This design comes from an exercise in tuning for small area on the open sky130 flow, not from production work.
The RTL was checked by simulation tests, not by an equivalence proof against the original design.
The clock port is modelled as an ideal driver, which makes a skipped or thinned clock tree look cheaper than it is; a real chip needs a root buffer or a tree.
Power figures rest on the tool's default switching activity, not on a simulated workload.

==> run a: inputs <==
## UP2_TOP
module UP2_TOP
(
	MCLK,
	RST,
	FLEX_DIGIT_1,
	FLEX_DIGIT_2,
	LED,
	BT,
	DISP1,
	DISP2,
	DISP3,
	DISP4
);
export LEC_CHECK = 0
export CAP_MARGIN = 20
export CORE_MARGIN = 2
export CORE_UTILIZATION = 65
export SLEW_MARGIN = 20
create_clock -name core_clock -period 8.0 [get_ports {MCLK}]
standard.sh (not shown) runs the stock make flow with config.mk's settings and CLKGATE_MAP_FILE= SYNTH_SCRIPT=/design/flow/synth_recipe.tcl, a recipe that flattens the netlist after the stock synthesis.
==> flow/flow/run.sh <==
#!/bin/bash
# Layout flow: the standard synthesis, then the combinational logic between
# the (unchanged) registers is re-mapped by ABC for area (several ABC scripts,
# smallest result kept), then the standard ORFS flow from floorplan to
# finish, with small port buffers and a lean clock tree (settings.sh).
set -euo pipefail
W=$(pwd)
R=$W/orfs/results/sky130hd/UP2_TOP/base
LIB=$FLOW_HOME/platforms/sky130hd/lib/sky130_fd_sc_hd__tt_025C_1v80.lib
source $W/flow/settings.sh

bash standard.sh "${EXTRA[@]}" synth > $W/log_1_synth.txt 2>&1
cp $R/1_2_yosys.v $W/std_1_2_yosys.v

# combinational cell models (sequential cells stay black boxes)
yosys -q -p "read_liberty -ignore_miss_func $LIB; write_verilog -noattr $W/all_cells.v" > $W/log_2_cells.txt 2>&1
python3 $W/flow/comb_cells.py $W/all_cells.v $W/comb_cells.v >> $W/log_2_cells.txt 2>&1

for s in area area4 deepsyn; do
  sed -e "s#@LIB@#$LIB#g" -e "s#@IN@#$W/std_1_2_yosys.v#g" -e "s#@OUT@#$W/reopt_$s.v#g" \
      -e "s#@COMB@#$W/comb_cells.v#g" -e "s#@ABC@#$W/flow/$s.abc#g" $W/flow/reopt.ys > $W/reopt_$s.ys
  yosys -s $W/reopt_$s.ys > $W/log_3_reopt_$s.txt 2>&1 || true
done
best=$(python3 $W/flow/choose.py $W/log_3_reopt_*.txt 2>> $W/log_3_choice.txt)
echo "chosen: $best" >> $W/log_3_choice.txt
if [[ -n "$best" ]]; then cp $W/reopt_$best.v $R/1_2_yosys.v; fi
rm -f $R/1_synth.odb $R/1_synth.sdc

if [[ -n "${NBUF:-}" ]]; then
  bash standard.sh "${EXTRA[@]}" place > $W/log_4_place.txt 2>&1
  R=$R LIB=$LIB CLKPORT=MCLK NBUF=$NBUF BUFCELL=$BUFCELL \
    openroad -no_init -exit $W/flow/cts_manual.tcl > $W/log_5_cts.txt 2>&1
  cp $R/4_1_cts.odb $R/4_cts.odb
fi
bash standard.sh "${EXTRA[@]}" finish > $W/log_6_finish.txt 2>&1
==> flow/flow/cts_manual.tcl <==
# Clock tree: the clock port drives NBUF clock buffers, each driving the
# flip-flops of one group (groups split by position, balanced in count).
# Replaces TritonCTS's H-tree, which for this small design builds 9 buffers.
read_liberty $::env(LIB)
read_db $::env(R)/3_place.odb
read_sdc $::env(R)/3_place.sdc
source $::env(FLOW_HOME)/platforms/sky130hd/setRC.tcl

set nbuf $::env(NBUF)
set bufname $::env(BUFCELL)
set block [ord::get_db_block]
set db [ord::get_db]
set clknet [$block findNet $::env(CLKPORT)]
set sinks {}
foreach it [$clknet getITerms] {
  set inst [$it getInst]
  set bb [$inst getBBox]
  lappend sinks [list $it [expr {([$bb xMin] + [$bb xMax]) / 2}] [expr {([$bb yMin] + [$bb yMax]) / 2}]]
}
set n [llength $sinks]
puts "clock sinks: $n, buffers: $nbuf"
# split: sort by y, cut into nbuf bands of equal count
set sinks [lsort -integer -index 2 $sinks]
set master [$db findMaster $bufname]
set per [expr {int(ceil(double($n) / $nbuf))}]
for {set g 0} {$g < $nbuf} {incr g} {
  set grp [lrange $sinks [expr {$g * $per}] [expr {($g + 1) * $per - 1}]]
  if {[llength $grp] == 0} continue
  set inst [odb::dbInst_create $block $master "clkbuf_man_$g"]
  set net [odb::dbNet_create $block "clknet_man_$g"]
  $net setSigType CLOCK
  set sx 0; set sy 0
  foreach s $grp {
    set it [lindex $s 0]
    $it disconnect
    $it connect $net
    incr sx [lindex $s 1]; incr sy [lindex $s 2]
  }
  [$inst findITerm A] connect $clknet
  [$inst findITerm X] connect $net
  $inst setLocation [expr {$sx / [llength $grp]}] [expr {$sy / [llength $grp]}]
  $inst setPlacementStatus PLACED
  puts "group $g: [llength $grp] sinks"
}
set_propagated_clock [all_clocks]
detailed_placement
check_placement -verbose
estimate_parasitics -placement
report_clock_skew
report_checks -path_delay min_max -format full_clock_expanded -group_path_count 1
report_check_types -max_slew -max_capacitance -violators
write_db $::env(R)/4_1_cts.odb
write_sdc $::env(R)/4_cts.sdc
==> flow/flow/reopt.ys <==
read_liberty -lib @LIB@
read_verilog @IN@
hierarchy -top UP2_TOP
techmap -map @COMB@
techmap
opt -purge
opt -purge
abc -script @ABC@ -liberty @LIB@ -dont_use sky130_fd_sc_hd__lpflow_bleeder_1 -dont_use sky130_fd_sc_hd__lpflow_clkbufkapwr_1 -dont_use sky130_fd_sc_hd__lpflow_clkbufkapwr_16 -dont_use sky130_fd_sc_hd__lpflow_clkbufkapwr_2 -dont_use sky130_fd_sc_hd__lpflow_clkbufkapwr_4 -dont_use sky130_fd_sc_hd__lpflow_clkbufkapwr_8 -dont_use sky130_fd_sc_hd__lpflow_clkinvkapwr_1 -dont_use sky130_fd_sc_hd__lpflow_clkinvkapwr_16 -dont_use sky130_fd_sc_hd__lpflow_clkinvkapwr_2 -dont_use sky130_fd_sc_hd__lpflow_clkinvkapwr_4 -dont_use sky130_fd_sc_hd__lpflow_clkinvkapwr_8 -dont_use sky130_fd_sc_hd__lpflow_decapkapwr_12 -dont_use sky130_fd_sc_hd__lpflow_decapkapwr_3 -dont_use sky130_fd_sc_hd__lpflow_decapkapwr_4 -dont_use sky130_fd_sc_hd__lpflow_decapkapwr_6 -dont_use sky130_fd_sc_hd__lpflow_decapkapwr_8 -dont_use sky130_fd_sc_hd__lpflow_inputiso0n_1 -dont_use sky130_fd_sc_hd__lpflow_inputiso0p_1 -dont_use sky130_fd_sc_hd__lpflow_inputiso1n_1 -dont_use sky130_fd_sc_hd__lpflow_inputiso1p_1 -dont_use sky130_fd_sc_hd__lpflow_inputisolatch_1 -dont_use sky130_fd_sc_hd__lpflow_isobufsrc_1 -dont_use sky130_fd_sc_hd__lpflow_isobufsrc_16 -dont_use sky130_fd_sc_hd__lpflow_isobufsrc_2 -dont_use sky130_fd_sc_hd__lpflow_isobufsrc_4 -dont_use sky130_fd_sc_hd__lpflow_isobufsrc_8 -dont_use sky130_fd_sc_hd__lpflow_isobufsrckapwr_16 -dont_use sky130_fd_sc_hd__lpflow_lsbuf_lh_hl_isowell_tap_1 -dont_use sky130_fd_sc_hd__lpflow_lsbuf_lh_hl_isowell_tap_2 -dont_use sky130_fd_sc_hd__lpflow_lsbuf_lh_hl_isowell_tap_4 -dont_use sky130_fd_sc_hd__lpflow_lsbuf_lh_isowell_4 -dont_use sky130_fd_sc_hd__lpflow_lsbuf_lh_isowell_tap_1 -dont_use sky130_fd_sc_hd__lpflow_lsbuf_lh_isowell_tap_2 -dont_use sky130_fd_sc_hd__lpflow_lsbuf_lh_isowell_tap_4 -dont_use sky130_fd_sc_hd__probe_p_8 -dont_use sky130_fd_sc_hd__probec_p_8 
opt_clean -purge
hilomap -singleton -hicell sky130_fd_sc_hd__conb_1 HI -locell sky130_fd_sc_hd__conb_1 LO
splitnets
opt_clean -purge
stat -liberty @LIB@
check -assert
write_verilog -noattr -nohex -nodec @OUT@
==> flow/flow/settings.sh <==
EXTRA=(
  "BUFFER_PORTS_ARGS=-buffer_cell sky130_fd_sc_hd__buf_1"
  "CTS_ARGS=-sink_clustering_enable -sink_clustering_size 25 -sink_clustering_max_diameter 500 -buf_list sky130_fd_sc_hd__clkbuf_4 -dont_use_dummy_load -repair_clock_nets"
)
# manual clock tree (cts_manual.tcl): NBUF buffers of type BUFCELL
NBUF=
BUFCELL=sky130_fd_sc_hd__clkbuf_4
Other scripts of this flow, unchanged in this note and not shown: flow/flow/area.abc, flow/flow/area4.abc, flow/flow/choose.py, flow/flow/comb_cells.py, flow/flow/deepsyn.abc
==> run b: changes against run a <==
--- a/flow/flow/run.sh
+++ b/flow/flow/run.sh
@@ -25,11 +25,11 @@
 echo "chosen: $best" >> $W/log_3_choice.txt
 if [[ -n "$best" ]]; then cp $W/reopt_$best.v $R/1_2_yosys.v; fi
 rm -f $R/1_synth.odb $R/1_synth.sdc
 
 if [[ -n "${NBUF:-}" ]]; then
   bash standard.sh "${EXTRA[@]}" place > $W/log_4_place.txt 2>&1
-  R=$R LIB=$LIB CLKPORT=MCLK NBUF=$NBUF BUFCELL=$BUFCELL \
+  R=$R LIB=$LIB CLKPORT=MCLK NBUF=$NBUF BUFCELL=$BUFCELL SPLIT=${SPLIT:-y} \
     openroad -no_init -exit $W/flow/cts_manual.tcl > $W/log_5_cts.txt 2>&1
   cp $R/4_1_cts.odb $R/4_cts.odb
 fi
 bash standard.sh "${EXTRA[@]}" finish > $W/log_6_finish.txt 2>&1
--- a/flow/flow/cts_manual.tcl
+++ b/flow/flow/cts_manual.tcl
@@ -16,14 +16,15 @@
   set inst [$it getInst]
   set bb [$inst getBBox]
   lappend sinks [list $it [expr {([$bb xMin] + [$bb xMax]) / 2}] [expr {([$bb yMin] + [$bb yMax]) / 2}]]
 }
 set n [llength $sinks]
 puts "clock sinks: $n, buffers: $nbuf"
-# split: sort by y, cut into nbuf bands of equal count
-set sinks [lsort -integer -index 2 $sinks]
+# split: sort by x or y, cut into nbuf bands of equal count
+set axis [expr {$::env(SPLIT) eq "x" ? 1 : 2}]
+set sinks [lsort -integer -index $axis $sinks]
 set master [$db findMaster $bufname]
 set per [expr {int(ceil(double($n) / $nbuf))}]
 for {set g 0} {$g < $nbuf} {incr g} {
   set grp [lrange $sinks [expr {$g * $per}] [expr {($g + 1) * $per - 1}]]
   if {[llength $grp] == 0} continue
   set inst [odb::dbInst_create $block $master "clkbuf_man_$g"]
==> flow/flow/settings.sh (replaced) <==
EXTRA=(
  "BUFFER_PORTS_ARGS=-buffer_cell sky130_fd_sc_hd__buf_1"
  "CTS_ARGS=-sink_clustering_enable -sink_clustering_size 25 -sink_clustering_max_diameter 500 -buf_list sky130_fd_sc_hd__clkbuf_4 -dont_use_dummy_load -repair_clock_nets"
)
# manual clock tree (cts_manual.tcl): NBUF buffers of type BUFCELL
NBUF=2
SPLIT=x
BUFCELL=sky130_fd_sc_hd__clkbuf_16
==> flow/config.mk (replaced) <==
export PLATFORM = sky130hd
export DESIGN_NAME = UP2_TOP
export DESIGN_NICKNAME = UP2_TOP
export VERILOG_FILES = /design/flow/design.v
export SDC_FILE = /design/flow/constraint.sdc
export NUM_CORES = 4
export LEC_CHECK = 0
export CAP_MARGIN = 20
export CORE_MARGIN = 2
export CORE_UTILIZATION = 75
export SLEW_MARGIN = 20
==> run c: changes against run a <==
--- a/flow/flow/run.sh
+++ b/flow/flow/run.sh
@@ -25,11 +25,11 @@
 echo "chosen: $best" >> $W/log_3_choice.txt
 if [[ -n "$best" ]]; then cp $W/reopt_$best.v $R/1_2_yosys.v; fi
 rm -f $R/1_synth.odb $R/1_synth.sdc
 
 if [[ -n "${NBUF:-}" ]]; then
   bash standard.sh "${EXTRA[@]}" place > $W/log_4_place.txt 2>&1
-  R=$R LIB=$LIB CLKPORT=MCLK NBUF=$NBUF BUFCELL=$BUFCELL \
+  R=$R LIB=$LIB CLKPORT=MCLK NBUF=$NBUF BUFCELL=$BUFCELL SPLIT=${SPLIT:-y} \
     openroad -no_init -exit $W/flow/cts_manual.tcl > $W/log_5_cts.txt 2>&1
   cp $R/4_1_cts.odb $R/4_cts.odb
 fi
 bash standard.sh "${EXTRA[@]}" finish > $W/log_6_finish.txt 2>&1
--- a/flow/flow/cts_manual.tcl
+++ b/flow/flow/cts_manual.tcl
@@ -16,14 +16,15 @@
   set inst [$it getInst]
   set bb [$inst getBBox]
   lappend sinks [list $it [expr {([$bb xMin] + [$bb xMax]) / 2}] [expr {([$bb yMin] + [$bb yMax]) / 2}]]
 }
 set n [llength $sinks]
 puts "clock sinks: $n, buffers: $nbuf"
-# split: sort by y, cut into nbuf bands of equal count
-set sinks [lsort -integer -index 2 $sinks]
+# split: sort by x or y, cut into nbuf bands of equal count
+set axis [expr {$::env(SPLIT) eq "x" ? 1 : 2}]
+set sinks [lsort -integer -index $axis $sinks]
 set master [$db findMaster $bufname]
 set per [expr {int(ceil(double($n) / $nbuf))}]
 for {set g 0} {$g < $nbuf} {incr g} {
   set grp [lrange $sinks [expr {$g * $per}] [expr {($g + 1) * $per - 1}]]
   if {[llength $grp] == 0} continue
   set inst [odb::dbInst_create $block $master "clkbuf_man_$g"]
==> flow/flow/settings.sh (replaced) <==
EXTRA=(
  "BUFFER_PORTS_ARGS=-buffer_cell sky130_fd_sc_hd__buf_1"
  "CTS_ARGS=-sink_clustering_enable -sink_clustering_size 25 -sink_clustering_max_diameter 500 -buf_list sky130_fd_sc_hd__clkbuf_4 -dont_use_dummy_load -repair_clock_nets"
)
# manual clock tree (cts_manual.tcl): NBUF buffers of type BUFCELL
NBUF=2
SPLIT=x
BUFCELL=sky130_fd_sc_hd__clkbuf_16
==> run d: changes against run a <==
--- a/flow/design.v
+++ b/flow/design.v
@@ -18,22 +18,22 @@
 output [15:0] LED;
 input [3:0] BT;
 output [6:0] DISP1;
 output [6:0] DISP2;
 output [6:0] DISP3;
 output [6:0] DISP4;
-localparam [5:0] P_PQ = 6'd17;
+localparam [5:0] P_PQ = 6'd21;
 localparam P_PH = 1'd0, P_TICK = 1'd0, P_TICKP = 1'd1;
 localparam [5:0] P_DQ0 = 6'd21, P_DQ1 = 6'd21, P_DQ2 = 6'd21, P_DQ3 = 6'd21;
 localparam P_DB0 = 1'd0, P_DB1 = 1'd0, P_DB2 = 1'd0, P_DB3 = 1'd0;
-localparam P_PLUSP = 1'd0, P_MINUSP = 1'd0, P_MODEP = 1'd0;
-localparam [2:0] P_ST = 3'd4;
+localparam P_PLUSP = 1'd0, P_MINUSP = 1'd0, P_MODEP = 1'd0, P_CH = 1'd0;
+localparam [2:0] P_ST = 3'd0;
 localparam [4:0] P_PC = 5'd0;
-localparam [4:0] P_SECU = 5'd0, P_MINU = 5'd20, P_HU = 5'd8;
-localparam [2:0] P_SECT = 3'd0, P_MINT = 3'd3;
-localparam [1:0] P_HT = 2'd1;
+localparam [4:0] P_SECU = 5'd0, P_MINU = 5'd4, P_HU = 5'd0;
+localparam [2:0] P_SECT = 3'd0, P_MINT = 3'd1;
+localparam [1:0] P_HT = 2'd0;
 reg [5:0] pq_r;
 reg ph_r, tick_r, tickPrev_r;
 wire [5:0] l = pq_r ^ P_PQ;
 wire ph = ph_r ^ P_PH;
 wire tick = tick_r ^ P_TICK;
 wire tickPrev = tickPrev_r ^ P_TICKP;
@@ -71,34 +71,35 @@
 			dq_r[6*gi +: 6] <= ((RST | ~btn[gi]) ? 6'h1d : {r[4:0], f}) ^ P_DQ[6*gi +: 6];
 			db_r[gi] <= (~RST & (r == 6'd0)) ^ P_DB[gi];
 		end
 	end
 endgenerate
 wire plusBtn = db[0], minusBtn = db[1], modeBtn = db[2], resetBtn = db[3];
-wire stChange;
 reg plusPrev_r, minusPrev_r, modePrev_r;
 wire plusPrev = plusPrev_r ^ P_PLUSP;
 wire minusPrev = minusPrev_r ^ P_MINUSP;
 wire modePrev = modePrev_r ^ P_MODEP;
 always @(posedge MCLK) begin
-	plusPrev_r <= (plusBtn | stChange) ^ P_PLUSP;
-	minusPrev_r <= (minusBtn | stChange) ^ P_MINUSP;
+	plusPrev_r <= plusBtn ^ P_PLUSP;
+	minusPrev_r <= minusBtn ^ P_MINUSP;
 	modePrev_r <= (~RST & modeBtn) ^ P_MODEP;
 end
 wire modeFall = modePrev & ~modeBtn;
 reg [2:0] st_r;
+reg ch_r;
 wire [2:0] st = st_r ^ P_ST;
+wire ch = ch_r ^ P_CH;
 wire [2:0] stn = RST ? 3'd0 : ~resetBtn ? 3'd0 : modeFall ? ((st == 3'd4) ? 3'd0 : st + 3'd1) : st;
 always @(posedge MCLK) begin
 	st_r <= stn ^ P_ST;
+	ch_r <= (stn != st) ^ P_CH;
 end
-assign stChange = (stn != st);
 wire stop = (st == 3'd0);
 wire s1 = (st == 3'd1), s2 = (st == 3'd2), s3 = (st == 3'd3), s4 = (st == 3'd4);
-wire plusEv  = ~plusBtn & plusPrev;
-wire minusEv = ~minusBtn & minusPrev;
+wire plusEv  = ~plusBtn & (ch | plusPrev);
+wire minusEv = ~minusBtn & (ch | minusPrev);
 reg [4:0] secU_r, minU_r, hU_r;
 reg [2:0] secT_r, minT_r;
 reg [1:0] hT_r;
 reg [4:0] pc_r;
 wire [4:0] secU = secU_r ^ P_SECU, minU = minU_r ^ P_MINU, hU = hU_r ^ P_HU;
 wire [2:0] secT = secT_r ^ P_SECT, minT = minT_r ^ P_MINT;
--- a/flow/flow/run.sh
+++ b/flow/flow/run.sh
@@ -23,13 +23,7 @@
 done
 best=$(python3 $W/flow/choose.py $W/log_3_reopt_*.txt 2>> $W/log_3_choice.txt)
 echo "chosen: $best" >> $W/log_3_choice.txt
 if [[ -n "$best" ]]; then cp $W/reopt_$best.v $R/1_2_yosys.v; fi
 rm -f $R/1_synth.odb $R/1_synth.sdc
 
-if [[ -n "${NBUF:-}" ]]; then
-  bash standard.sh "${EXTRA[@]}" place > $W/log_4_place.txt 2>&1
-  R=$R LIB=$LIB CLKPORT=MCLK NBUF=$NBUF BUFCELL=$BUFCELL \
-    openroad -no_init -exit $W/flow/cts_manual.tcl > $W/log_5_cts.txt 2>&1
-  cp $R/4_1_cts.odb $R/4_cts.odb
-fi
-bash standard.sh "${EXTRA[@]}" finish > $W/log_6_finish.txt 2>&1
+bash standard.sh "${EXTRA[@]}" finish > $W/log_4_finish.txt 2>&1
==> flow/flow/settings.sh (replaced) <==
EXTRA=(
  "BUFFER_PORTS_ARGS=-buffer_cell sky130_fd_sc_hd__buf_1"
  "CTS_ARGS=-sink_clustering_enable -sink_clustering_size 25 -sink_clustering_max_diameter 500 -buf_list sky130_fd_sc_hd__clkbuf_4 -dont_use_dummy_load -repair_clock_nets"
)
removed: flow/flow/cts_manual.tcl
==> comparison <==
Run d completed without violations. Run c went through all stages and came out clean. Run b ran to the end with no violations. Run a went through all stages and came out clean.
Non-clock buffer count is the same in run d and run a.
The lowest wire length belongs to run c, the highest to run d.
Cell count: run d > run a > run c > run b.
The highest setup slack belongs to run a, the lowest to run b.
Worst hold slack, highest first: run c, run b, run a, run d.
Clock power: run c is lower than run a (about 15%).
Against run a, the cell area of run d is larger by 0.75%.
Of run b and run d, run b has the higher first-iteration DRC count (gap about 90%, measured against run d).
Against run d, the sequential power of run c is smaller by about 1%.
Between run c and run a, the lower core utilization is in run c (gap 0.44 points).
==> figures <==
	run d	run c	run b	run a
Clock sinks	72	-	-	71
Start point of the worst min-delay path	db_r[0]$_DFF_P_	pq_r[4]$_DFF_P_	dq_r[16]$_DFF_P_	dq_r[16]$_DFF_P_
Met3 wire length	378 um	295 um	369 um	318 um
Final critical path time including I/O delays and setup	4.19 ns	4.08 ns	4.24 ns	3.88 ns
Detailed Route WL	5700 um	5180 um	5580 um	5320 um
Via count normalized by instance count	5.43	5.32	5.74	5.33
Crit path top cell by count	sky130_fd_sc_hd__clkinv_1	sky130_fd_sc_hd__nand2_1	sky130_fd_sc_hd__nand2_1	sky130_fd_sc_hd__nand2_1
Number of filler cells placed in the layout	342	337	191	331
Met1 track demand over resource	34.0%	31.4%	35.7%	32.0%
Required time of the worst setup path	8.31 ns	8.10 ns	8.10 ns	8.30 ns
Status	no timing/DRC/antenna violations	no timing/DRC/antenna violations	no timing/DRC/antenna violations	no timing/DRC/antenna violations
Worst-path clk slew	0.11 ns	0.12 ns	0.12 ns	0.11 ns
M1 wire length	2560 um	2450 um	2360 um	2500 um
Final critical-path setup slack	3.81 ns	3.92 ns	3.76 ns	4.12 ns
Setup slack of the worst register-to-register path	5.85 ns	5.88 ns	5.90 ns	5.88 ns
Area of the multi-input gates	0.00103 sq mm	0.00103 sq mm	0.00103 sq mm	0.00103 sq mm
Destination of the critical timing path	hU_r[4]$_DFF_P_	hU_r[2]$_DFF_P_	hU_r[1]$_DFF_P_	hU_r[2]$_DFF_P_
Pleak	1.04 nW	1.04 nW	1.04 nW	1.06 nW
Average wire length per cell after detail routing	12.5 um	11.6 um	12.6 um	11.8 um
Grt met3 use	5.43%	1.50%	2.50%	4.83%
Max Fclk	239 MHz	245 MHz	236 MHz	258 MHz
In run b and run c the design's own scripts or RTL, not TritonCTS, make the clock network.

## port drivers added, routing unchanged
Ports are ideal in the flow. The routed layouts listed here were re-timed in OpenROAD. Step 1: set_driving_cell puts a clkbuf_16 on MCLK and a buf_2 on each other input, an assumption about the parent block. Step 2 also shifts input and output timing later by t, the mid clock arrival at the registers, as if the neighbouring blocks saw the same clock. Slacks: ideal ports / drivers / drivers and shift; pairs: ideal ports / drivers.
| run | shift t [ns] | setup slack, ns | hold WS [ns] | worst register clock-pin slew, ns | worst data-port slew with drivers (ns) |
|---|---|---|---|---|---|
| run a | 0.411 | 4.120 / 4.121 / 3.710 | 0.390 / 0.390 / 0.390 | 0.11 / 0.11 | 0.03 |
| run b | 0.219 | 3.759 / 3.780 / 3.561 | 0.414 / 0.414 / 0.414 | 0.12 / 0.12 | 0.03 |
| run c | 0.217 | 3.923 / 3.942 / 3.725 | 0.414 / 0.414 / 0.414 | 0.12 / 0.12 | 0.03 |
| run d | 0.416 | 3.811 / 3.813 / 3.396 | 0.341 / 0.341 / 0.341 | 0.11 / 0.11 | 0.03 |
After both steps setup and hold are still met in every run listed. The setup slack of run d, which loses most, moves by +0.002 ns with the drivers and by -0.415 ns with both steps.
